Context: an optimization exercise on an open-source flow, tuned for small area, a short achievable clock period and few clock cycles. The choices shown serve that exercise and are no tape-out recipe.
In this exercise RTL edits were held to simulation tests only and were not proved equivalent to the original.
In runs 3 and 4 the design's own scripts or RTL, not TritonCTS, make the clock network.
No driver is modelled on the clock port, so clock power and skew are understated where the tree is cut down; a real chip needs a root buffer or a tree.
No activity file was given, so power comes from the tool's default toggle rates.

==> design/flow/design.v <==
module reuleaux(input logic clk, input logic rst_n, input logic [2:0] colour,
                input logic [7:0] centre_x, input logic [6:0] centre_y, input logic [7:0] diameter,
                input logic start, output logic done,
                output logic [7:0] vga_x, output logic [6:0] vga_y,
                output logic [2:0] vga_colour, output logic vga_plot);
function automatic logic [6:0] e1f(input logic [7:0] d);
    e1f[0] = 256'h011337fc880113377eecc880113377feec880113377feecc80113377feecc880 >> d;
    e1f[1] = 256'h011337f0000113377fffffffeecc880000000113377fffffffeecc8800000000 >> d;
    e1f[2] = 256'h011337f0000113377ffffffffffffffffffffeecc88000000000000000000000 >> d;
    e1f[3] = 256'hfeecc80ffffeecc8800000000000000000000000000000000000000000000000 >> d;
    e1f[4] = 256'h0000000000000000000000000000000000000000000000000000000000000000 >> d;
    e1f[5] = 256'h0000000000000000000000000000000000000000000000000000000000000000 >> d;
    e1f[6] = 256'hfffffff000000000000000000000000000000000000000000000000000000000 >> d;
endfunction
function automatic logic [6:0] e3f(input logic [7:0] d);
    e3f[0] = 256'h7fa8faa58055015f157f57fa5feafea8fa818057055f15fe57fa7faafea0ea80 >> d;
    e3f[1] = 256'h8000000affaafea0ea80a800a00000000002ffa8faa0ea00a800800000000000 >> d;
    e3f[2] = 256'h0000000000000000000000000000000000000000000000000000000000000000 >> d;
    e3f[3] = 256'h0000000000000000000000000000000000000000000000000000000000000000 >> d;
    e3f[4] = 256'h0000000000000000000000000000000000000000000000000000000000000000 >> d;
    e3f[5] = 256'h0000000000000000000000000000000000000000000000000000000000000000 >> d;
    e3f[6] = 256'h0000000ffffffffffffffffffffffffffffc0000000000000000000000000000 >> d;
endfunction
function automatic logic [8:0] add8(input logic [7:0] a, input logic [7:0] b, input logic cin);
    logic c;
    logic [8:0] s;
    c = cin;
    for (int i = 0; i < 8; i++) begin
        s[i] = a[i] ^ b[i] ^ c;
        c    = (a[i] & b[i]) | (a[i] & c) | (b[i] & c);
    end
    s[8] = c;
    add8 = s;
endfunction
function automatic logic [8:0] sub8(input logic [7:0] a, input logic [7:0] b);
    sub8 = add8(a, ~b, 1'b1);
endfunction
function automatic logic ge8(input logic [7:0] a, input logic [7:0] b);
    logic c;
    c = 1'b1;
    for (int i = 0; i < 8; i++) c = (a[i] & ~b[i]) | (a[i] & c) | (~b[i] & c);
    ge8 = c;
endfunction
function automatic logic ge_sum(input logic [8:0] a, input logic [8:0] b, input logic [8:0] c,
                                input logic cin);
    logic [8:0] t, k;
    logic cy;
    t  = a ^ b ^ c;
    k  = (a & b) | (a & c) | (b & c);
    cy = (t[0] & cin);
    for (int i = 1; i < 9; i++) cy = (t[i] & k[i-1]) | (t[i] & cy) | (k[i-1] & cy);
    ge_sum = k[8] | cy;
endfunction
function automatic logic lt160(input logic [7:0] x);
    lt160 = !(x[7] && (x[6] || x[5]));
endfunction
localparam logic [1:0] S_IDLE = 2'd0, S_SETUP = 2'd1, S_RUN = 2'd2, S_DONE = 2'd3;
logic [1:0] st;
logic [7:0] cx_r, d_r;
logic [6:0] cy_r;
logic [7:0] x1r, x2r;             
logic       f1, f2;               
logic [6:0] y1r, y3r;             
logic [6:0] h;
logic [8:0] x1w, x2w;
assign h   = d_r[7:1];
assign x1w = add8(cx_r, {1'b0, h}, 1'b0);
assign x2w = sub8(cx_r, {1'b0, h});
logic f1_now;
assign f1_now = x2w[8];
always_ff @(posedge clk) begin
    cx_r       <= centre_x;
    cy_r       <= centre_y;
    d_r        <= diameter;
    vga_colour <= colour;
    x1r        <= x1w[7:0];
    x2r        <= x2w[7:0];
    f1         <= x2w[8];
    f2         <= !x1w[8];
    y1r        <= cy_r + {1'b0, d_r[7:2]} + e1f(d_r);
    y3r        <= cy_r - d_r[7:1] - {3'b0, d_r[7:4]} - e3f(d_r);
end
logic [7:0] ox;
logic [6:0] oy;
logic [8:0] crit;
logic       ph;                   
logic       swa;                  
logic       swp;                  
logic       wfin;                 
logic       dec;                  
logic [6:0] noy;
logic [7:0] nox;
logic [8:0] ncrit;
logic       ndec, nstop, nswa;
logic [7:0] oyx;
assign oyx = {1'b0, oy};
assign swp = (swa & ge8({1'b0, y1r}, ox)) | d_r[7] | (h == 7'd0);
always_comb begin
    noy   = oy + 7'd1;
    ndec  = !(crit[8] || crit == 9'd0);
    nox   = ndec ? ox - 8'd1 : ox;
    ncrit = crit + {1'b0, oy, 1'b1} - (ndec ? {ox, 1'b0} : 9'd0);
    nstop = ge8({1'b0, noy}, nox);
    if (!d_r[7] && h != 7'd0 && swa && ge8(oyx, {1'b0, y1r})) nstop = 1'b1;
    nswa = swa | d_r[7] | ge8({1'b0, noy}, {1'b0, h});
end
logic [7:0] p, q;
assign p = ph ? {1'b0, oy} : ox;
assign q = ph ? ox : {1'b0, oy};
logic [5:0] ev;
always_comb begin
    logic [8:0] s;
    logic wa, wb, q_le_h;
    logic a1, a2, a3p, a3m, u, tp, tm;
    logic [7:0] nh;
    nh      = ~{1'b0, h} + 8'd1;                  
    wa      = ge8(p, {1'b0, h}) & ge8({h, 1'b0}, p);
    wb      = ge8(p, {nh[6:0], 1'b0}) & ge8(nh, p);
    q_le_h  = ge8({1'b0, h}, q);
    s   = add8(x1r, p ^ {8{f2}}, f2);
    a1  = f1 & (f2 ? wa : wb) & lt160(s[7:0]);
    s   = add8(x2r, p ^ {8{!f1}}, !f1);
    a2  = f2 & (f1 ? wa : wb) & lt160(s[7:0]);
    s   = add8(cx_r, q, 1'b0); a3p = f1 & f2 & q_le_h & lt160(s[7:0]);
    s   = sub8(cx_r, q);       a3m = f1 & f2 & q_le_h & lt160(s[7:0]);
    u   = ge8({1'b0, y1r}, q) & (y1r[6:3] != 4'hf || q[7:3] != 5'd0 || q[2:0] > y1r[2:0]);
    s   = add8({1'b0, y3r}, p, 1'b0); tp = !s[8] & !s[7] & (s[6:0] < 7'd120) & ge8({1'b0, s[6:0]}, {1'b0, y1r});
    s   = sub8({1'b0, y3r}, p);       tm = s[8] & (s[6:0] < 7'd120) & ge8({1'b0, s[6:0]}, {1'b0, y1r});
    ev[0] = a1 & u;                             
    ev[1] = a2 & u & !(f1 & f2 & p == {1'b0, h});   
    ev[2] = a3p & tp;                           
    ev[3] = a3m & tp & (q != 8'd0);             
    ev[4] = a3m & tm & (q != 8'd0);             
    ev[5] = a3p & tm;                           
end
logic [5:0] mask, pick, rem;
logic       mph, madv;            
assign pick = {mask[5] & ~|mask[4:0], mask[4] & ~|mask[3:0], mask[3] & ~|mask[2:0],
               mask[2] & ~|mask[1:0], mask[1] & ~mask[0], mask[0]};
assign rem  = mask & ~pick;
logic [7:0] pox;
logic [6:0] poy;
assign pox = ox + {7'd0, madv & dec};
assign poy = oy - {6'd0, madv};
logic a12, selx1, xsub, sely3, ysub;
assign a12   = |pick[1:0];
assign selx1 = pick[0];
assign xsub  = (pick[0] & f2) | (pick[1] & !f1) | pick[3] | pick[4];
assign sely3 = ~a12;
assign ysub  = a12 | pick[4] | pick[5];
logic [7:0] px_c, px_o, py_o;
logic [6:0] py_c;
logic [8:0] pxs, pys;
always_comb begin
    px_c = selx1 ? x1r : pick[1] ? x2r : cx_r;
    px_o = (a12 ^ mph) ? pox : {1'b0, poy};
    py_c = sely3 ? y3r : y1r;
    py_o = (a12 ^ mph) ? {1'b0, poy} : pox;
    pxs  = {1'b0, px_c} + {1'b0, px_o ^ {8{xsub}}} + {8'd0, xsub};
    pys  = {2'b0, py_c} + {1'b0, py_o ^ {8{ysub}}} + {8'd0, ysub};
end
logic load, adv;
assign load = (rem == 6'd0) && !wfin;
assign adv  = ph || !swp;
always_ff @(posedge clk) begin
    vga_x <= pxs[7:0];
    vga_y <= pys[6:0];
    if (!rst_n) begin
        st       <= S_IDLE;
        done     <= 1'b0;
        vga_plot <= 1'b0;
        mask     <= 6'd0;
        wfin     <= 1'b1;
    end else begin
        case (st)
        S_IDLE: begin
            vga_plot <= 1'b0;
            mask     <= 6'd0;
            wfin     <= 1'b1;
            if (start) st <= S_SETUP;
        end
        S_SETUP: begin
            if (!f1_now && !d_r[7]) begin
                st   <= S_DONE;
                done <= 1'b1;
            end else begin
                st   <= S_RUN;
                wfin <= 1'b0;
            end
        end
        S_RUN: begin
            vga_plot <= |mask;
            if (load) begin
                mask <= ev;
                if (adv) wfin <= nstop;
            end else begin
                mask <= rem;
            end
            if (wfin && mask == 6'd0) begin
                st   <= S_DONE;
                done <= 1'b1;
            end
        end
        S_DONE: begin
            vga_plot <= 1'b0;
            if (!start) begin
                st   <= S_IDLE;
                done <= 1'b0;
            end
        end
        endcase
    end
end
always_ff @(posedge clk) begin
    if (st == S_SETUP) begin
        ox   <= d_r;
        oy   <= 7'd0;
        crit <= 9'd1 - {1'b0, d_r};
        ph   <= 1'b0;
        swa  <= d_r[7] || d_r[7:1] == 7'd0;
    end else if (load) begin
        mph  <= ph;
        madv <= adv;
        if (adv) begin
            ox   <= nox;
            oy   <= noy;
            crit <= ncrit;
            dec  <= ndec;
            swa  <= nswa;
            ph   <= 1'b0;
        end else begin
            ph   <= 1'b1;
        end
    end
end
endmodule
==> design/flow/flow/run.sh <==
#!/bin/bash
# Own layout flow. Steps:
#  1. the standard synthesis (standard.sh synth), unchanged;
#  2. the combinational logic of that netlist re-mapped by ABC with a
#     stronger script (flow/resyn.tcl, flow/resyn.abc); every register stays
#     the same instance, with the same name and cell type;
#  3. the standard ORFS flow from floorplan to finish (standard.sh), with
#     sky130_fd_sc_hd__buf_2 as the buffer ORFS puts on every port.
# Each tool's output goes to a log file in this folder.
set -euo pipefail
here=$(pwd)
export BUFFER_PORTS_ARGS="-buffer_cell sky130_fd_sc_hd__buf_2"
bash standard.sh synth > "$here/standard_synth.log" 2>&1
R=$here/orfs/results/$FLOW_PLATFORM/reuleaux/base
L=$here/orfs/logs/$FLOW_PLATFORM/reuleaux/base
cp "$R/1_2_yosys.v" "$here/standard_1_2_yosys.v"
YOSYS=$FLOW_HOME/../tools/install/yosys/bin/yosys
[ -x "$YOSYS" ] || YOSYS=yosys
export RS_LIB=$FLOW_HOME/platforms/$FLOW_PLATFORM/lib/sky130_fd_sc_hd__tt_025C_1v80.lib
export RS_IN=$here/standard_1_2_yosys.v
export RS_OUT=$here/resyn_1_2_yosys.v
export RS_STAT=$here/resyn_stat.txt
export RS_ABC=$here/flow/resyn.abc
RS_DONT_USE="$(grep -o -- '-dont_use [A-Za-z0-9_]*' "$L/1_2_yosys.log" | awk '{print $2}' | sort -u | tr '\n' ' ')"
export RS_DONT_USE
"$YOSYS" -l "$here/resyn.log" -c "$here/flow/resyn.tcl" > /dev/null
cp "$RS_OUT" "$R/1_2_yosys.v"
rm -f "$R/1_synth.odb" "$R/1_synth.sdc"
bash standard.sh > "$here/standard_finish.log" 2>&1
==> design/flow/flow/resyn.abc <==
# ABC script used by resyn.tcl: deep AIG optimisation, choice computation,
# area-oriented mapping, then ABC's usual buffering and sizing against the
# delay target (as at the end of ORFS abc_speed).
strash
&get -n
&deepsyn -T 60
&put
dch -f
amap
buffer -c
topo
stime -c
upsize -c
dnsize -c
==> design/flow/flow/resyn.tcl <==
# Re-map the combinational logic of the standard synthesis netlist with a
# stronger ABC script. The registers are kept as they are (same instances,
# names and cell types); only the logic between registers and ports changes.
yosys -import
set lib $::env(RS_LIB)
read_liberty -ignore_miss_func $lib
blackbox sky130_fd_sc_hd__dfxtp_1 sky130_fd_sc_hd__edfxtp_1
read_verilog $::env(RS_IN)
hierarchy -top reuleaux
flatten
opt -purge
set du {}
foreach c $::env(RS_DONT_USE) { lappend du -dont_use $c }
abc -D 4000 -script $::env(RS_ABC) -liberty $lib {*}$du
opt_clean -purge
setundef -zero
hilomap -singleton -hicell sky130_fd_sc_hd__conb_1 HI -locell sky130_fd_sc_hd__conb_1 LO
insbuf -buf sky130_fd_sc_hd__buf_4 A X
splitnets
opt_clean -purge
yosys rename -enumerate -pattern rs_%_
blackbox sky130_fd_sc_hd__*
tee -o $::env(RS_STAT) stat -liberty $lib
write_verilog -noattr -noexpr -nohex -nodec $::env(RS_OUT)
==> design/flow/standard.sh <==
#!/bin/bash
# synth_recipe.tcl (not shown) runs the flow's synth.tcl, then flattens the netlist and writes it again
# the make line also repeats each setting of config.mk as NAME=value (left out here)
make -C /OpenROAD-flow-scripts/flow DESIGN_CONFIG=/design/flow/config.mk WORK_HOME=/design/flow/orfs CLKGATE_MAP_FILE= SYNTH_SCRIPT=/design/flow/synth_recipe.tcl "${@:-finish}"
==> design/flow/config.mk <==
export PLATFORM = sky130hd
export DESIGN_NAME = reuleaux
export DESIGN_NICKNAME = reuleaux
export VERILOG_FILES = /design/flow/design.v
export SDC_FILE = /design/flow/constraint.sdc
export NUM_CORES = 4
export LEC_CHECK = 0
export ABC_AREA = 1
export CAP_MARGIN = 20
export CORE_MARGIN = 2
export CORE_UTILIZATION = 40
export SLEW_MARGIN = 20
==> design/flow/constraint.sdc <==
create_clock -name core_clock -period 20.0 [get_ports {clk}]
set_input_delay 4.0000 -clock core_clock [delete_from_list [all_inputs] [get_ports {clk}]]
set_output_delay 4.0000 -clock core_clock [all_outputs]
set_load 0.01 [all_outputs]
==> results of run 1 <==
==> report_power, final <==
part           total (mW)  switching (mW)  internal [mW]  leakage [nW]
Clock               0.186          0.0970         0.0888         0.148
Sequential          0.339          0.0504          0.288         0.959
Combinational       0.610           0.383          0.227          2.54
==> per-layer routing <==
metal	global-route usage (%)	share of wire, %	up-vias
met4	8.56	2.4	0
met1	36.5	45	4052
li1	-	-	4614
met2	41.1	45	407
met5	0	0	-
met3	3.02	7.8	43
==> cell type report <==
cell class                      count  share of cell area, %
Sequential cell                   112                   26.9
Multi-Input combinational cell    961                   56.6
Clock inverter                      7                  0.741
Tap cell                          270                   3.70
Clock buffer                        9                   2.47
Timing Repair Buffer               61                   3.70
Inverter                          140                   5.87
==> path summary, 6_finish.rpt <==
check	to	slack (ns)	depth (start not counted)
setup / recovery	y3r[6]$_DFF_P_	14.92	28
hold / removal	done$_SDFFE_PN0P_	0.49	2
setup reg to reg	y3r[6]$_DFF_P_	14.92	28
hold reg to reg	done$_SDFFE_PN0P_	0.49	2
==> cell usage in the layout, fill, tap and decap left out, types with 16 or more instances in the layout <==
cell type / n
o22ai_1: 116
edfxtp_1: 21
o21a_1: 31
nand2_1: 130
nor2_1: 232
inv_1: 123
o21ai_0: 124
nor3_1: 16
buf_2: 48
a22oi_1: 27
a21oi_1: 112
dfxtp_1: 91
==> worst max-delay path: cells and delay by family (launching register included) <==
kind / cells / cell delay (ns)
XOR/XNOR: 1 / 0.20
flip-flops: 1 / 0.81
AND/OR/NAND/NOR: 15 / 1.91
AO/OA/AOI/OAI: 11 / 1.48
buffers and inverters: 1 / 0.59
==> stage by stage <==
step / total power [mW] / util [%]
final: 1.13 / 45.1
after global routing: 1.23 / 45.1
after CTS: 1.13 / 45.1
after detailed placement: 0.940 / 43.6
after global placement: 0.933 / 43.6
after floorplan: 0.786 / -
==> flip-flops by register name (all words and copies together), names as in the netlist, 8 cells and up <==
signal / flops
vga_x: 8
crit: 9
x1r: 8
d_r: 8
ox: 8
cx_r: 8
==> flow_summary_export.csv, run 1 <==
group,metric,value,unit
timing,max_slew.worst_pin.slew,1.02,ns
timing,timing.final.max_slew_violations,0,
critical_path,timing.critical_path.from_type,"flip-flop",
cells_and_area,insertedDiodeCount,0,
cells_and_area,finalInstanceArea,9120,µm²
timing,grt_setup_unrepaired,"false",
timing,number_of_hold_slack_violations_in_the_final_timing_report,0,
grt,grt_max_degree,27,
cells_and_area,layout-area-overhead-vs-synth,10.9,%
critical_path,crit_path_top_delay_cell,"dfxtp_1",
detailed_routing,via_per_inst,5.84,
detailed_routing,routed_wire_length_per_instance,17.9,µm
clocking,clockRootBuffer,"clkbuf_16",
die,chipHeight,147,µm
placement,finalWeightedCongestion,0.941,
timing,clock-skew-final,0.00797,ns
synthesis,synth_nets,1262,
placement,place_area,8830,µm²
clocking,tritoncts_clock_tree,"built",
synthesis,syn_area,8230,µm²
critical_path,critical_path.reg2reg.startpoint,"d_r[5]$_DFF_P_",
timing,post-route-period-util,25.4,%
timing,finalSetupViolations,0,
detailed_routing,drc,0,
clocking,cts_max_level,3,
timing,fin_crit,5.08,ns
detailed_routing,vias,9116,
worst_hold_path,min_path_type,"flip-flop to flip-flop",
grt,grtUsageTotal,25.8,%
cells_and_area,filler_cell_count,2122,
critical_path,critical_path.endpoint_type,"flip-flop",
detailed_routing,drt-pass1-iter-count,8,
clocking,cts_hold_buffers,0,
timing,fin_tns_setup,0,ns
timing,setup_ws,14.92,ns
status,status,"complete, no violations",
clocking,cts-root-to-sink-buffers,2,
clocking,post-cts-setup-buffer-count,0,
timing,maxSlewHeadroom,32.1,%
timing,whs,0.492,ns
die,die_w,147,µm
clocking,clk_transition_reported_paths,0.08,ns
die,floorplan.core_area,20200,µm²
clocking,worst_skew_pair.late_latency,0.37,ns
detailed_routing,detail_route.iter0.violations,997,
grt,first_global_vias,8057,
cells_and_area,final-instance-count-excl-fill,1560,
timing,maxClockFrequency,0.197,GHz
synthesis,synth_cells,1233,
critical_path,critical_path_arrival,5.38,ns
pwr,p_leak,3.65,nW
grt,antenna_found_initial,0,
placement,place_worst_setup_slack,15.01,ns
synthesis,ys.warnings.count,1,
cells_and_area,fin_nets,1314,
worst_hold_path,hp-start,"done$_SDFFE_PN0P_",
flow_run,max_cap_viol_count,0,
critical_path,crit_path_max_incr_delay,0.81,ns
clocking,cts_made_buffers,9,
cells_and_area,multi_input_comb_area,5160,µm²
placement,numPlacedInstances,1544,
grt,grt_first_pass_wirelength,44100,µm
detailed_routing,route.antenna.remaining_nets,0,
critical_path,worst-endpoint-required,20.30,ns
critical_path,path_class,"flip-flop to flip-flop",
detailed_routing,finalWirelength,28000,µm
clocking,postCtsResizedCells,0,
die,io_pins,49,
pwr,power.ir.vdd_worst,0.0638,mV
critical_path,path_max_fanout,20,
critical_path,worst_setup_path_startpoint,"d_r[5]$_DFF_P_",
critical_path,cp_common_cell,"nand2_1",
placement,place.detailed.hpwl,21300,µm
grt,gr-total-overflow,0,
die,design.die.area,21700,µm²
die,count_of_standard_cell_rows,52,
cells_and_area,fraction_of_final_layout_cells_sized_beyond_drive_strength_1,9.61,%
clocking,cts.sink_count,112,
cells_and_area,area.sequential,2450,µm²
synthesis,synthesis.area_per_instance,6.67,µm²
placement,port-buffer-count,48,
die,floorplan.initialDensity,40.7,%
pwr,cellPowerDensity,124,nW/µm²
Testbench counts, summed over its fixed seeds: cycles 14,257.
==> run 2: changes to the inputs <==
--- a/design/flow/config.mk
+++ b/design/flow/config.mk
@@ -10,3 +10,4 @@
 export CORE_MARGIN = 2
 export CORE_UTILIZATION = 40
+export CTS_BUF_LIST = sky130_fd_sc_hd__clkbuf_8
 export SLEW_MARGIN = 20
==> flow_summary_export.csv, run 2 <==
group,metric,value,unit
status,status,"complete, no violations",
synthesis,synth_nets,1262,
detailed_routing,route.antenna.remaining_nets,0,
die,chipHeight,147,µm
die,io_pins,49,
grt,antenna_found_initial,0,
timing,post-route-period-util,25.6,%
cells_and_area,filler_cell_count,2139,
cells_and_area,area.sequential,2450,µm²
clocking,cts-root-to-sink-buffers,2,
pwr,post-layout-total-power,1.09,mW
detailed_routing,drt-pass1-iter-count,6,
timing,fin_tns_setup,0,ns
clocking,cts_hold_buffers,0,
cells_and_area,layout.cells.most_common,"nor2_1",
clocking,clk_transition_reported_paths,0.12,ns
cells_and_area,fraction_of_final_layout_cells_sized_beyond_drive_strength_1,9.61,%
grt,grt_first_pass_wirelength,44000,µm
clocking,cts_max_level,3,
clocking,post-cts-setup-buffer-count,0,
die,design.die.area,21700,µm²
critical_path,regToRegSetupSlack,14.87,ns
grt,grt_max_degree,27,
placement,place.detailed.hpwl,21300,µm
cells_and_area,layout-area-overhead-vs-synth,9.64,%
critical_path,r2r.worst_path.cells,28,
timing,maxSlewHeadroom,32.1,%
timing,clock-skew-final,0.0118,ns
critical_path,timing.critical_path.from_type,"flip-flop",
placement,place_area,8830,µm²
critical_path,path_max_fanout,20,
critical_path,critical_path.reg2reg.startpoint,"d_r[5]$_DFF_P_",
detailed_routing,via_per_inst,5.88,
synthesis,synth_cells,1233,
placement,numPlacedInstances,1544,
cells_and_area,max_flop_register,"crit",
cells_and_area,mostFrequentLayoutCells,"232 x nor2_1, 130 x nand2_1, 124 x o21ai_0, 123 x inv_1, 116 x o22ai_1",
critical_path,worst_setup_path_startpoint,"d_r[5]$_DFF_P_",
clocking,cts_made_buffers,9,
timing,number_of_hold_slack_violations_in_the_final_timing_report,0,
grt,first_global_vias,8082,
critical_path,crit_path_max_incr_delay,0.84,ns
synthesis,ys.warnings.count,1,
critical_path,endpoint,"y3r[6]$_DFF_P_",
clocking,postCtsResizedCells,0,
flow_run,max_cap_viol_count,0,
timing,maxClockFrequency,0.195,GHz
critical_path,worst-endpoint-required,20.34,ns
detailed_routing,routed_wire_length_per_instance,17.9,µm
pwr,p_leak,3.60,nW
cells_and_area,finalInstanceArea,9020,µm²
detailed_routing,finalWirelength,28000,µm
timing,grt_setup_unrepaired,"false",
die,die_w,147,µm
critical_path,cp_common_cell,"nand2_1",
critical_path,critical_path.endpoint_type,"flip-flop",
detailed_routing,drc,0,
cells_and_area,final_util,44.6,%
timing,max_slew.worst_pin.slew,1.02,ns
placement,port-buffer-count,48,
critical_path,worst_r2r_endpoint,"y3r[6]$_DFF_P_",
grt,grtUsageTotal,25.7,%
synthesis,syn_area,8230,µm²
cells_and_area,largest_register_ff_count,9,
grt,gr-total-overflow,0,
clocking,clockRootBuffer,"clkbuf_8",
detailed_routing,vias,9167,
timing,timing.final.max_slew_violations,0,
die,count_of_standard_cell_rows,52,
worst_hold_path,min_path_type,"flip-flop to flip-flop",
critical_path,crit_path_top_delay_cell,"dfxtp_1",
critical_path,critical_path_arrival,5.47,ns
die,floorplan.initialDensity,40.7,%
clocking,tritoncts_clock_tree,"built",
clocking,worst_skew_pair.late_latency,0.41,ns
clocking,cts.sink_count,112,
cells_and_area,fin_nets,1314,
detailed_routing,detail_route.iter0.violations,922,
timing,fin_crit,5.13,ns
pwr,cellPowerDensity,121,nW/µm²
cells_and_area,insertedDiodeCount,0,
critical_path,path_class,"flip-flop to flip-flop",
pwr,power.ir.vdd_worst,0.0516,mV
placement,finalWeightedCongestion,0.941,
timing,finalSetupViolations,0,
synthesis,synthesis.area_per_instance,6.67,µm²
cells_and_area,final-instance-count-excl-fill,1560,
die,floorplan.core_area,20200,µm²
cells_and_area,multi_input_comb_area,5160,µm²
run 2: critical path: cells and delay by family, from the launching register on:
family / cells / cell delay, ns
AO/OA/AOI/OAI: 11 / 1.46
XOR/XNOR: 1 / 0.20
buffers and inverters: 1 / 0.59
flip-flops: 1 / 0.84
AND/OR/NAND/NOR: 15 / 1.94
run 2: final cells by class:
class / count / share of cell area (%)
Clock inverter: 7 / 0.749
Timing Repair Buffer: 61 / 3.75
Multi-Input combinational cell: 961 / 57.3
Tap cell: 270 / 3.75
Inverter: 140 / 5.94
Sequential cell: 112 / 27.2
Clock buffer: 9 / 1.37
run 2: report_power, final:
group	total [mW]	switching (mW)	internal (mW)
clock	0.140	0.0907	0.0494
combinational	0.610	0.384	0.227
sequential	0.339	0.0504	0.288
total	1.09	0.525	0.564
run 2: through the flow:
stage               worst slack, ns  hold slack (ns)
global placement              15.17            0.464
detailed placement            15.01            0.469
finish                        14.87            0.500
global route                  14.30            0.528
floorplan                     15.46            0.425
CTS                           14.96            0.500
run 2: how the worst min path moves through the flow:
stage                                 start                end  cells after the start
after floorplan             cx_r[7]$_DFF_P_         f2$_DFF_P_                      1
after global placement    done$_SDFFE_PN0P_  done$_SDFFE_PN0P_                      2
after detailed placement    cx_r[7]$_DFF_P_         f2$_DFF_P_                      1
after CTS                   cx_r[7]$_DFF_P_         f2$_DFF_P_                      1
after global routing        cx_r[7]$_DFF_P_         f2$_DFF_P_                      1
final                     done$_SDFFE_PN0P_  done$_SDFFE_PN0P_                      2
run 2: layer usage:
metal  up-vias  routed length, µm  global-route usage (%)
li1       4598                  -                       -
met1      4126              12800                    36.1
met2       388              12300                    40.7
met3        55               1980                    3.18
met4         0                847                    9.18
met5         -                  0                       0
==> run 3: changes to the inputs <==
--- a/design/flow/flow/run.sh
+++ b/design/flow/flow/run.sh
@@ -5,6 +5,9 @@
 #     stronger script (flow/resyn.tcl, flow/resyn.abc); every register stays
 #     the same instance, with the same name and cell type;
-#  3. the standard ORFS flow from floorplan to finish (standard.sh), with
-#     sky130_fd_sc_hd__buf_2 as the buffer ORFS puts on every port.
+#  3. the standard ORFS flow from floorplan to placement (standard.sh place),
+#     with sky130_fd_sc_hd__buf_2 as the buffer ORFS puts on every port;
+#  4. a one-level clock tree of four clkbuf_16 (flow/cts.tcl) in place of
+#     ORFS's CTS step;
+#  5. the standard ORFS flow from global routing to finish (standard.sh).
 # Each tool's output goes to a log file in this folder.
 set -euo pipefail
@@ -27,3 +30,7 @@
 cp "$RS_OUT" "$R/1_2_yosys.v"
 rm -f "$R/1_synth.odb" "$R/1_synth.sdc"
+bash standard.sh place > "$here/standard_place.log" 2>&1
+OPENROAD=openroad
+command -v openroad > /dev/null || OPENROAD=$FLOW_HOME/../tools/install/OpenROAD/bin/openroad
+CTS_RESULTS=$R "$OPENROAD" -no_init -exit "$here/flow/cts.tcl" > "$here/cts.log" 2>&1
 bash standard.sh > "$here/standard_finish.log" 2>&1
==> design/flow/flow/cts.tcl (new file) <==
# Clock tree for this small design, in place of ORFS's CTS step: the clock
# port drives four sky130_fd_sc_hd__clkbuf_16, one per quarter of the
# flip-flops (split by x, then by y), each placed at the centre of its
# flip-flops. Every flip-flop's clock goes through exactly one buffer, so
# all clock arrivals match; nothing else in the design is changed.
# Reads the placed design (3_place), writes 4_1_cts.odb and 4_cts.sdc as
# ORFS's CTS step would.
set plat $::env(FLOW_HOME)/platforms/$::env(FLOW_PLATFORM)
set R $::env(CTS_RESULTS)
read_lef $plat/lef/sky130_fd_sc_hd.tlef
read_lef $plat/lef/sky130_fd_sc_hd_merged.lef
read_liberty $plat/lib/sky130_fd_sc_hd__tt_025C_1v80.lib
read_db $R/3_place.odb
read_sdc $R/3_place.sdc

set block [ord::get_db_block]
set clknet [$block findNet clk]
set master [[ord::get_db] findMaster sky130_fd_sc_hd__clkbuf_16]
set sinks {}
foreach it [$clknet getITerms] {
  set loc [[$it getInst] getLocation]
  lappend sinks [list $it [lindex $loc 0] [lindex $loc 1]]
}
puts "clock sinks: [llength $sinks]"
set byx [lsort -integer -index 1 $sinks]
set half [expr {[llength $byx] / 2}]
set quarters {}
foreach g [list [lrange $byx 0 [expr {$half - 1}]] [lrange $byx $half end]] {
  set byy [lsort -integer -index 2 $g]
  set h [expr {[llength $byy] / 2}]
  lappend quarters [lrange $byy 0 [expr {$h - 1}]] [lrange $byy $h end]
}
set i 0
foreach g $quarters {
  set sx 0
  set sy 0
  foreach s $g {
    set sx [expr {$sx + [lindex $s 1]}]
    set sy [expr {$sy + [lindex $s 2]}]
  }
  set n [llength $g]
  set inst [odb::dbInst_create $block $master "clkbuf_q${i}_clk"]
  $inst setLocation [expr {$sx / $n}] [expr {$sy / $n}]
  $inst setPlacementStatus PLACED
  set net [odb::dbNet_create $block "clknet_q${i}_clk"]
  $net setSigType CLOCK
  foreach s $g {
    set it [lindex $s 0]
    $it disconnect
    $it connect $net
  }
  [$inst findITerm X] connect $net
  [$inst findITerm A] connect $clknet
  puts "clkbuf_q${i}_clk drives $n flip-flops"
  incr i
}
detailed_placement
check_placement -verbose
set_propagated_clock [all_clocks]
source $plat/setRC.tcl
estimate_parasitics -placement
report_clock_skew
write_db $R/4_1_cts.odb
write_sdc -no_timestamp $R/4_cts.sdc
==> design/flow/flow/resyn.abc (replaced) <==
# ABC script used by resyn.tcl: deep AIG optimisation, then delay-aware
# mapping (delay relaxed by 15% for area recovery) and ABC's usual sizing.
strash
&get -n
&deepsyn -T 60
&nf -R 15
&put
buffer -c
topo
stime -c
upsize -c
dnsize -c
--- a/design/flow/config.mk
+++ b/design/flow/config.mk
@@ -10,4 +10,3 @@
 export CORE_MARGIN = 2
 export CORE_UTILIZATION = 40
-export CTS_BUF_LIST = sky130_fd_sc_hd__clkbuf_8
 export SLEW_MARGIN = 20
==> flow_summary_export.csv, run 3 <==
group,metric,value,unit
flow_run,max_cap_viol_count,0,
pwr,cellPowerDensity,130,nW/µm²
die,chipHeight,152,µm
critical_path,worst_setup_path_startpoint,"mask[0]$_SDFFE_PN0P_",
critical_path,crit_path_max_incr_delay,0.82,ns
detailed_routing,route.antenna.remaining_nets,0,
cells_and_area,final_util,44.5,%
critical_path,timing.critical_path.cells,"nor2_8 > xnor2_2 > mux2i_1 > mux2i_1 > maj3_2 > maj3_2 > maj3_2 > maj3_2 > maj3_2 > maj3_2 > xnor2_1 > xnor2_1",
cells_and_area,final-instance-count-excl-fill,1387,
detailed_routing,finalWirelength,24600,µm
cells_and_area,fin_nets,1143,
cells_and_area,fraction_of_final_layout_cells_sized_beyond_drive_strength_1,10.3,%
cells_and_area,mostFrequentLayoutCells,"127 x xnor2_1, 114 x nand2_1, 105 x nor2_1, 90 x dfxtp_1, 72 x o21ai_0",
detailed_routing,vias,7816,
cells_and_area,layout.cells.most_common,"xnor2_1",
pwr,power.ir.vdd_worst,0.0502,mV
timing,timing.final.max_slew_violations,0,
grt,grt_max_degree,35,
cells_and_area,max_flop_register,"crit",
worst_hold_path,hp-start,"done$_SDFFE_PN0P_",
timing,finalSetupViolations,0,
critical_path,timing.critical_path.from_type,"flip-flop",
synthesis,synth_nets,1089,
detailed_routing,via_per_inst,5.64,
die,floorplan.initialDensity,41.0,%
detailed_routing,routed_wire_length_per_instance,17.7,µm
worst_hold_path,hold_depth,2,
timing,maxClockFrequency,0.213,GHz
critical_path,regToRegSetupSlack,15.31,ns
pwr,p_leak,3.53,nW
timing,max_slew.worst_pin.slew,1.04,ns
placement,place.detailed.hpwl,18500,µm
die,count_of_standard_cell_rows,53,
synthesis,synth_cells,1060,
placement,finalWeightedCongestion,0.941,
critical_path,worst_r2r_endpoint,"vga_x[7]$_DFF_P_",
timing,fin_tns_setup,0,ns
grt,grt_first_pass_wirelength,39000,µm
grt,antenna_found_initial,0,
cells_and_area,insertedDiodeCount,0,
clocking,clk_transition_reported_paths,0.10,ns
timing,grt_setup_unrepaired,"false",
critical_path,path_max_fanout,19,
placement,port-buffer-count,48,
detailed_routing,detail_route.iter0.violations,591,
synthesis,syn_area,8710,µm²
synthesis,ys.warnings.count,1,
die,io_pins,49,
cells_and_area,finalInstanceArea,9440,µm²
status,status,"complete, no violations",
critical_path,r2r.worst_path.cells,12,
timing,whs,0.485,ns
critical_path,cp_common_cell,"maj3_2",
critical_path,critical_path_arrival,4.75,ns
timing,clock-skew-final,0.0137,ns
worst_hold_path,min_path_type,"flip-flop to flip-flop",
timing,maxSlewHeadroom,28.9,%
cells_and_area,largest_register_ff_count,9,
grt,gr-total-overflow,0,
clocking,worst_skew_pair.late_latency,0.17,ns
grt,grtUsageTotal,21.3,%
grt,first_global_vias,7238,
die,die_w,152,µm
critical_path,worst-endpoint-required,20.06,ns
detailed_routing,drt-pass1-iter-count,7,
synthesis,synthesis.area_per_instance,8.22,µm²
critical_path,critical_path.endpoint_type,"flip-flop",
die,floorplan.core_area,21200,µm²
worst_hold_path,worstHoldEndpoint,"done$_SDFFE_PN0P_",
cells_and_area,layout-area-overhead-vs-synth,8.35,%
placement,numPlacedInstances,1383,
detailed_routing,drc,0,
timing,fin_crit,4.69,ns
placement,place_area,9340,µm²
critical_path,path_class,"flip-flop to flip-flop",
die,design.die.area,23000,µm²
critical_path,critical_path.reg2reg.startpoint,"mask[0]$_SDFFE_PN0P_",
timing,number_of_hold_slack_violations_in_the_final_timing_report,0,
timing,post-route-period-util,23.5,%
critical_path,crit_path_top_delay_cell,"dfxtp_1",
cells_and_area,filler_cell_count,2191,
## run 3: routing by layer
metal / part of all wire, % / routed length [µm] / up-vias / global-route usage [%]
li1: - / - / 3871 / -
met1: 49 / 11900 / 3658 / 31.6
met2: 44 / 10800 / 252 / 34.4
met3: 6.0 / 1470 / 35 / 1.71
met4: 1.6 / 398 / 0 / 3.19
met5: 0 / 0 / - / 0
## run 3: worst max path at each step
stage / to / slack [ns] / depth (start not counted)
2_1_floorplan: done$_SDFFE_PN0P_ / 15.58 / 3
3_3_place_gp: done$_SDFFE_PN0P_ / 15.40 / 4
3_5_place_dp: mask[2]$_SDFFE_PN0P_ / 15.24 / 14
5_1_grt: mask[2]$_SDFFE_PN0P_ / 14.98 / 14
6_report: vga_x[7]$_DFF_P_ / 15.31 / 12
## run 3: report_power, final
part | total, mW | switching [mW] | internal [mW]
clock | 0.0926 | 0.0555 | 0.0370
combinational | 0.755 | 0.420 | 0.335
sequential | 0.378 | 0.0764 | 0.302
total | 1.23 | 0.552 | 0.674
## run 3: stage by stage
stage | setup WS (ns) | total power, mW
finish | 15.31 | 1.23
global route | 14.98 | 1.33
detailed placement | 15.24 | 1.13
global placement | 15.40 | 1.11
floorplan | 15.58 | 0.951
## run 3: final cells by class
class	instances	area, µm²	area share (%)
inverter	39	146	1.55
sequential	112	2450	26.0
tap	275	344	3.65
multi-input combinational	892	6030	63.8
timing repair buffer	65	368	3.90
buffer	4	100	1.06
## run 3: critical path: cells and delay by family (launching register included)
family,cells,cell delay [ns]
and+or+nand+nor,1,0.14
xor gates and xnor gates,3,1.06
muxes,2,0.56
DFF,1,0.82
adders and majority gates,6,2.00
==> run 4: changes to the inputs <==
==> design/flow/flow/resyn.abc (replaced) <==
# ABC script used by resyn.tcl: deep AIG optimisation, then delay-aware
# mapping with area recovery and ABC's usual sizing (as in ORFS abc_speed).
strash
&get -n
&deepsyn -T 60
&nf
&put
buffer -c
topo
stime -c
upsize -c
dnsize -c
==> flow_summary_export.csv, run 4 <==
group,metric,value,unit
die,chipHeight,152,µm
grt,gr-total-overflow,0,
grt,antenna_found_initial,0,
worst_hold_path,min_path_type,"flip-flop to flip-flop",
detailed_routing,drt-pass1-iter-count,5,
worst_hold_path,hold_depth,2,
detailed_routing,route.antenna.remaining_nets,0,
clocking,worst_skew_pair.late_latency,0.18,ns
worst_hold_path,worstHoldEndpoint,"done$_SDFFE_PN0P_",
die,count_of_standard_cell_rows,54,
critical_path,critPathBufInv,1,
cells_and_area,max_flop_register,"crit",
synthesis,ys.warnings.count,1,
cells_and_area,fin_nets,1144,
status,status,"complete, no violations",
detailed_routing,finalWirelength,24900,µm
detailed_routing,via_per_inst,5.73,
grt,grtUsageTotal,21.1,%
die,floorplan.initialDensity,40.4,%
placement,place_area,9430,µm²
timing,grt_setup_unrepaired,"false",
cells_and_area,insertedDiodeCount,0,
pwr,cellPowerDensity,130,nW/µm²
synthesis,syn_area,8760,µm²
die,floorplan.core_area,21700,µm²
critical_path,crit_path_max_incr_delay,0.34,ns
timing,fin_crit,4.64,ns
timing,number_of_hold_slack_violations_in_the_final_timing_report,0,
placement,port-buffer-count,48,
critical_path,worst-endpoint-required,16.00,ns
timing,whs,0.490,ns
critical_path,critical-path-top-delay-family,"flip-flops",
timing,max_slew.worst_pin.slew,0.918,ns
placement,place.detailed.hpwl,18800,µm
cells_and_area,layout-area-overhead-vs-synth,8.79,%
critical_path,critical_path_arrival,0.64,ns
clocking,clk_transition_reported_paths,0.10,ns
cells_and_area,mostFrequentLayoutCells,"122 x xnor2_1, 111 x nand2_1, 99 x nor2_1, 91 x dfxtp_1, 75 x o21ai_0",
timing,maxClockFrequency,0.216,GHz
critical_path,timing.critical_path.cells,"buf_2",
detailed_routing,vias,7981,
timing,finalSetupViolations,0,
placement,numPlacedInstances,1389,
die,io_pins,49,
flow_run,max_cap_viol_count,0,
timing,fin_tns_setup,0,ns
critical_path,crit_path_top_delay_cell,"dfxtp_1",
worst_hold_path,hp-start,"done$_SDFFE_PN0P_",
pwr,power.ir.vdd_worst,0.0495,mV
detailed_routing,routed_wire_length_per_instance,17.9,µm
die,die_w,152,µm
critical_path,timing.critical_path.from_type,"flip-flop",
synthesis,synth_nets,1085,
detailed_routing,drc,0,
detailed_routing,detail_route.iter0.violations,748,
die,design.die.area,23100,µm²
grt,grt_first_pass_wirelength,40600,µm
critical_path,path_class,"flip-flop to output pin",
critical_path,path_max_fanout,2,
cells_and_area,final-instance-count-excl-fill,1393,
grt,first_global_vias,7497,
timing,timing.final.max_slew_violations,0,
timing,clock-skew-final,0.0198,ns
timing,post-route-period-util,23.2,%
critical_path,critical_path.reg2reg.startpoint,"mask[1]$_SDFFE_PN0P_",
critical_path,worst_r2r_endpoint,"vga_x[7]$_DFF_P_",
placement,finalWeightedCongestion,0.914,
cells_and_area,finalInstanceArea,9530,µm²
cells_and_area,fraction_of_final_layout_cells_sized_beyond_drive_strength_1,10.2,%
grt,grt_max_degree,37,
synthesis,synthesis.area_per_instance,8.29,µm²
pwr,p_leak,3.57,nW
cells_and_area,final_util,43.9,%
cells_and_area,layout.cells.most_common,"xnor2_1",
timing,maxSlewHeadroom,37.0,%
critical_path,regToRegSetupSlack,15.56,ns
critical_path,critical_path.endpoint_type,"output pin",
cells_and_area,largest_register_ff_count,9,
synthesis,synth_cells,1056,
critical_path,r2r.worst_path.cells,12,
run 4: per-stage QoR:
step           setup slack, ns  total power [mW]
6_report                 15.36              1.24
5_1_grt                  15.32              1.34
3_5_place_dp             15.43              1.14
3_3_place_gp             15.38              1.13
2_1_floorplan            15.58             0.960
run 4: how the worst max path moves through the flow:
stage / from / endpoint / slack (ns) / cells after the start
2_1_floorplan: start / done$_SDFFE_PN0P_ / 15.58 / 3
3_3_place_gp: start / done$_SDFFE_PN0P_ / 15.38 / 4
3_5_place_dp: start / done$_SDFFE_PN0P_ / 15.43 / 4
5_1_grt: done$_SDFFE_PN0P_ / done / 15.32 / 1
6_report: done$_SDFFE_PN0P_ / done / 15.36 / 1
run 4: report_power, final:
group	switching, mW	internal, mW
Sequential	0.0741	0.301
Clock	0.0571	0.0371
Combinational	0.425	0.347
Total	0.556	0.685
run 4: tightest hold or removal path: stages (launching register included):
cell and delay, ns:
dfxtp_1 0.34, nor2_1 0.05, nor2_1 0.07
run 4: per-layer routing:
metal	GRT usage [%]	wire, µm	vias up
li1	-	-	3906
met1	30.8	11800	3784
met3	1.31	1300	34
met4	4.09	568	0
met5	0	0	-
met2	34.7	11300	257
run 4: layout make-up:
class	count	area (µm²)
plain buffers	4	100
fillers	2188	12200
inverters	39	146
well taps	280	350
repair buffers	68	390
flip-flops and latches	112	2450
multi-input cells	890	6090

separate check: timing with driven ports:
How much do the figures lean on ideal ports? The routed layouts below were timed once more, with nothing changed but the port constraints.
Step 1, drivers: a clkbuf_16 drives clk and a buf_2 each remaining input, both assumed.
Step 2 adds t to the input delays and takes it off the output delays; t is the mean of the earliest and latest rising clock arrival at the registers after step 1. Input paths then give back, and output paths get back, about the clock's delay inside the block.
a / b / c = no drivers / after step 1 / after step 2; a / b = the first two.
run | t, ns | slack for setup (ns) | worst hold slack (ns) | worst setup path after step 2 | worst data-port slew with drivers (ns)
run 1 | 0.417 | 14.921 / 14.921 / 14.921 | 0.492 / 0.492 / 0.492 | register to register | 0.03
run 2 | 0.447 | 14.871 / 14.871 / 14.871 | 0.500 / 0.500 / 0.500 | register to register | 0.03
run 3 | 0.266 | 15.307 / 15.260 / 15.307 | 0.485 / 0.485 / 0.485 | register to register | 0.03
run 4 | 0.271 | 15.363 / 15.261 / 15.415 | 0.490 / 0.490 / 0.490 | input to register | 0.03
After both steps setup and hold are still met in every run listed.
